Background: an optimization exercise with open tools, aiming at small area, a short achievable clock period and few clock cycles per item. Do not read the settings as production practice.
RTL that was checked went through simulation tests only; none was proved equivalent to the original.

==> inputs of build 26 <==
Design muldiv, start of the top module:
module muldiv#(parameter DATA_WIDTH = 32)
(
    input                         clk_i,
    input                         rst_i,
    input                         stall_i,
    input  [DATA_WIDTH-1 : 0]     a_i,
    input  [DATA_WIDTH-1 : 0]     b_i,
    input                         req_i,
    input  [ 2 : 0]               operation_sel_i,
    output reg [DATA_WIDTH-1 : 0] muldiv_result_o,
    output reg                    ready_o
);
==> module muldiv, before the edit <==
module muldiv#(parameter DATA_WIDTH = 32)
(
    input                         clk_i,
    input                         rst_i,
    input                         stall_i,
    input  [DATA_WIDTH-1 : 0]     a_i,
    input  [DATA_WIDTH-1 : 0]     b_i,
    input                         req_i,
    input  [ 2 : 0]               operation_sel_i,
    output reg [DATA_WIDTH-1 : 0] muldiv_result_o,
    output reg                    ready_o
);
function [31:0] prefix_or;
    input [31:0] x;
    integer l, k;
    begin
        prefix_or = x;
        for (l = 0; l < 5; l = l + 1)
            for (k = 0; k < 32; k = k + 1)
                if (k[l])
                    prefix_or[k] = prefix_or[k] | prefix_or[((k >> l) << l) - 1];
    end
endfunction
function [33:0] add33;
    input [32:0] x, y;
    input        ci;
    reg   [32:0] p, g, gg, pp, c;
    reg          g0;
    integer l, k;
    begin
        p  = x ^ y;
        g  = x & y;
        g0 = g[0] | (p[0] & ci);
        gg = g;
        pp = p;
        for (l = 0; l < 5; l = l + 1)
            for (k = 1; k < 33; k = k + 1)
                if ((k - 1) & (1 << l)) begin
                    gg[k] = gg[k] | (pp[k] & gg[(((k - 1) >> l) << l)]);
                    pp[k] = pp[k] & pp[(((k - 1) >> l) << l)];
                end
        c[0] = g0;
        for (k = 1; k < 33; k = k + 1)
            c[k] = gg[k] | (pp[k] & g0);
        add33 = {c[32], p ^ {c[31:0], ci}};
    end
endfunction
wire is_div   = operation_sel_i[2];
wire is_rem   = operation_sel_i[2] & operation_sel_i[1];
wire b_zero   = ~|b_i;
wire a_zero   = ~|a_i;
wire div_zero = is_div & b_zero;
wire a_signed = ~operation_sel_i[0] | (operation_sel_i == 3'b001);
wire b_signed = (operation_sel_i == 3'b000) | (operation_sel_i == 3'b001)
              | (operation_sel_i == 3'b100) | (operation_sel_i == 3'b110);
wire sa = a_i[31] & a_signed;
wire sb = b_i[31] & b_signed;
wire [31:0] ua    = sa ? -a_i : a_i;
reg  [15:0] v1; reg [15:0] e1;
reg  [7:0]  v2; reg [15:0] e2;
reg  [3:0]  v3; reg [11:0] e3;
reg  [1:0]  v4; reg [7:0]  e4;
reg  [4:0]  lead;
integer j;
always @(*) begin
    for (j = 0; j < 16; j = j + 1) begin
        v1[j] = ua[2*j+1] | ua[2*j];
        e1[j] = ua[2*j+1];
    end
    for (j = 0; j < 8; j = j + 1) begin
        v2[j]         = v1[2*j+1] | v1[2*j];
        e2[2*j+:2]    = v1[2*j+1] ? {1'b1, e1[2*j+1]} : {1'b0, e1[2*j]};
    end
    for (j = 0; j < 4; j = j + 1) begin
        v3[j]         = v2[2*j+1] | v2[2*j];
        e3[3*j+:3]    = v2[2*j+1] ? {1'b1, e2[4*j+2+:2]} : {1'b0, e2[4*j+:2]};
    end
    for (j = 0; j < 2; j = j + 1) begin
        v4[j]         = v3[2*j+1] | v3[2*j];
        e4[4*j+:4]    = v3[2*j+1] ? {1'b1, e3[6*j+3+:3]} : {1'b0, e3[6*j+:3]};
    end
    lead = v4[1] ? {1'b1, e4[7:4]} : {1'b0, e4[3:0]};
    if (div_zero) lead = 5'd31;
end
reg  [31:0] R, Q;
reg  [4:0]  cnt;
reg         busy, ps, nb;
reg         f_div, f_inv;
reg         f_selq, f_neg, f_mh;
wire start = req_i & ~busy & ~ready_o;
wire        inv  = sb ^ is_div;
wire [33:0] sum  = add33({R, f_div & nb}, {f_div, b_i ^ {32{f_inv}}}, f_inv);
wire        take  = f_div ? sum[33] : nb;
wire [31:0] R_nxt = take ? sum[31:0] : {R[30:0], nb};
wire        c_hi  = ~f_div & nb & sum[33];
wire        q_in  = f_div ? sum[33] : (nb ? sum[32] : R[31]);
wire [31:0] q_all = ~prefix_or(~{1'b1, Q[30:0]});
wire [31:0] Q_nxt = {Q[30:0] ^ ({31{c_hi}} & {q_all[29:0], 1'b1}), q_in};
wire [32:0] ua_sh = {ua, 1'b0};
wire        last  = (cnt == 5'd0);
wire        nz    = ~a_zero | div_zero;
always @(posedge clk_i)
begin
    ps <= stall_i;
    if (rst_i) begin
        busy    <= 1'b0;
        ready_o <= 1'b0;
    end else begin
        busy    <= (start & nz) | (busy & ~last);
        ready_o <= (start & ~nz) | (busy & last) | (ready_o & ps);
    end
    if (start) begin
        f_div  <= is_div;
        f_inv  <= inv;
        f_selq <= is_div ? ~is_rem : (operation_sel_i[1:0] != 2'b00);
        f_neg  <= is_rem ? sa : ((sa ^ sb) & ~div_zero);
        f_mh   <= ~is_div & (operation_sel_i[1:0] != 2'b00);
        R      <= 32'd0;
        Q      <= 32'd0;
        cnt    <= lead;
        nb     <= ~div_zero | ua[31];
    end else if (busy) begin
        R   <= R_nxt;
        Q   <= Q_nxt;
        cnt <= cnt - 5'd1;
        nb  <= ua_sh[cnt];
    end
end
wire [31:0] res_x = f_selq ? Q : R;
wire        r_nz  = f_mh & (|R);
wire [31:0] x_pre = prefix_or(res_x);
always @(*)
    muldiv_result_o = res_x ^ ({32{f_neg}} & ({x_pre[30:0], 1'b0} | {32{r_nz}}));
endmodule    
Settings: LEC_CHECK=0, ABC_AREA=1, CAP_MARGIN=20, CORE_MARGIN=2, CORE_UTILIZATION=40, CTS_BUF_LIST=sky130_fd_sc_hd__clkbuf_8, PLACE_DENSITY=0.6, SETUP_SLACK_MARGIN=1.4, SLEW_MARGIN=20; clock period 5.0 ns.
standard.sh (not shown) runs the stock make flow with config.mk's settings and CLKGATE_MAP_FILE= SYNTH_SCRIPT=/design/flow/synth_recipe.tcl, a recipe that flattens the netlist after the stock synthesis.
==> flow/flow/run.sh <==
#!/bin/bash
# The standard layout, with the ports buffered by sky130_fd_sc_hd__buf_2
# instead of the flow's default pick (a slow delay buffer).
set -e
bash standard.sh synth > synth.log 2>&1
bash standard.sh "BUFFER_PORTS_ARGS=-buffer_cell sky130_fd_sc_hd__buf_2" finish > layout.log 2>&1
==> build 35 (differences from build 26) <==
==> flow/design.v (replaced) <==
`timescale 1ns / 1ps
module muldiv#(parameter DATA_WIDTH = 32)
(
    input                         clk_i,
    input                         rst_i,
    input                         stall_i,
    input  [DATA_WIDTH-1 : 0]     a_i,
    input  [DATA_WIDTH-1 : 0]     b_i,
    input                         req_i,
    input  [ 2 : 0]               operation_sel_i,
    output reg [DATA_WIDTH-1 : 0] muldiv_result_o,
    output reg                    ready_o
);
wire is_div   = operation_sel_i[2];
wire is_rem   = operation_sel_i[2] & operation_sel_i[1];
wire b_zero   = ~|b_i;
wire a_zero   = ~|a_i;
wire div_zero = is_div & b_zero;
wire a_signed = ~operation_sel_i[0] | (operation_sel_i == 3'b001);
wire b_signed = (operation_sel_i == 3'b000) | (operation_sel_i == 3'b001)
              | (operation_sel_i == 3'b100) | (operation_sel_i == 3'b110);
wire sa = a_i[31] & a_signed;
wire sb = b_i[31] & b_signed;
reg  [31:0] ua;
reg         low_nz;
integer i;
always @(*) begin
    low_nz = 1'b0;
    for (i = 0; i < 32; i = i + 1) begin
        ua[i]  = a_i[i] ^ (sa & low_nz);
        low_nz = low_nz | a_i[i];
    end
end
reg  [4:0] lead;
always @(*) begin
    lead = 5'd0;
    for (i = 0; i < 32; i = i + 1)
        if (ua[i]) lead = i;
    if (div_zero) lead = 5'd31;
end
reg  [31:0] R, Q, B;
reg  [4:0]  cnt;
reg         busy, ps, nb;
reg         f_div, f_inv;
reg         f_selq, f_neg, f_mh;
wire start = req_i & ~busy & ~ready_o;
wire        inv  = sb ^ is_div;
wire [33:0] opa  = {1'b0, R, f_div & nb};
wire [33:0] opb  = {f_div, f_div, B};
wire [33:0] sum  = opa + opb + {33'd0, f_inv};
wire        take  = f_div ? ~sum[33] : nb;
wire [31:0] R_nxt = take ? sum[31:0] : {R[30:0], nb};
wire        c_hi  = ~f_div & nb & sum[33];
wire [30:0] q_inc = Q[30:0] + 31'd1;
wire        q_in  = f_div ? ~sum[33] : (nb ? sum[32] : R[31]);
wire [31:0] Q_nxt = {c_hi ? q_inc : Q[30:0], q_in};
wire [32:0] ua_sh = {ua, 1'b0};
wire        last  = (cnt == 5'd0);
wire        nz    = ~a_zero | div_zero;
always @(posedge clk_i)
begin
    ps <= stall_i;
    if (rst_i) begin
        busy    <= 1'b0;
        ready_o <= 1'b0;
    end else begin
        busy    <= (start & nz) | (busy & ~last);
        ready_o <= (start & ~nz) | (busy & last) | (ready_o & ps);
    end
    if (start) begin
        B      <= b_i ^ {32{inv}};
        f_div  <= is_div;
        f_inv  <= inv;
        f_selq <= is_div ? ~is_rem : (operation_sel_i[1:0] != 2'b00);
        f_neg  <= is_rem ? sa : ((sa ^ sb) & ~div_zero);
        f_mh   <= ~is_div & (operation_sel_i[1:0] != 2'b00);
        R      <= 32'd0;
        Q      <= 32'd0;
        cnt    <= lead;
        nb     <= ~div_zero | ua[31];
    end else if (busy) begin
        R   <= R_nxt;
        Q   <= Q_nxt;
        cnt <= cnt - 5'd1;
        nb  <= ua_sh[cnt];
    end
end
wire [31:0] res_x = f_selq ? Q : R;
wire        r_nz  = f_mh & (|R);
reg  [31:0] res;
reg         x_nz;
always @(*) begin
    x_nz = r_nz;
    for (i = 0; i < 32; i = i + 1) begin
        res[i] = res_x[i] ^ (f_neg & x_nz);
        x_nz   = x_nz | res_x[i];
    end
    muldiv_result_o = res;
end
endmodule    
==> flow/run.sh (new file) <==
#!/bin/bash
# synth_recipe.tcl (not shown) runs the flow's synth.tcl, then flattens the netlist and writes it again
# the make line also repeats each setting of config.mk as NAME=value (left out here)
make -C /OpenROAD-flow-scripts/flow DESIGN_CONFIG=/design/flow/config.mk WORK_HOME=/design/flow/orfs CLKGATE_MAP_FILE= SYNTH_SCRIPT=/design/flow/synth_recipe.tcl finish
ABC_AREA = unset   (was 1)
CTS_BUF_LIST = unset   (was sky130_fd_sc_hd__clkbuf_8)
SETUP_SLACK_MARGIN = 1.5   (was 1.4)
removed: flow/flow/run.sh
removed: flow/standard.sh
==> comparison <==
Of build 26 and build 35, build 26 has the higher fmax (gap 21%, measured against build 35).
Between build 35 and build 26, the lower final cell count is in build 35 (gap 17%, measured against build 26).
First-iteration DRC count: build 35 is higher than build 26 (5.2%).
Against build 26, the cell area of build 35 is larger by about 20%.
Testbench counts of build 26, summed over its fixed seeds: cycles 35,912, ops 2,048.
For build 35, only the layout was checked, not whether the RTL still works.

[re-timing with driven ports]
The flow's constraints put no driver on any port. The routed layouts listed below were extracted and timed again, unchanged, in two steps.
Step 1 assumes that a clkbuf_16 drives the clock port and a buf_2 every other input.
Step 2 moves the port delays by t, midway between the first and last clock arrival at a register: inputs arrive t later, outputs are due t later. That takes back most of the time a late clock gives input paths.
Slacks: no drivers / after step 1 / after step 2; pairs: no drivers / after step 1.
| run | shift t [ns] | setup slack, ns | worst setup path after step 2 | worst register clock-pin slew, ns | worst data-port slew with drivers (ns) |
|---|---|---|---|---|---|
| build 26 | 0.412 | 1.425 / 1.386 / 1.307 | input to register | 0.09 / 0.09 | 0.03 |
| build 35 | 0.403 | 0.683 / 0.640 / 0.965 | input to register | 0.08 / 0.08 | 0.05 |
After both steps every run listed still meets setup and hold. The setup slack of build 26, which loses most, moves by -0.039 ns with the drivers and by -0.118 ns with both steps.
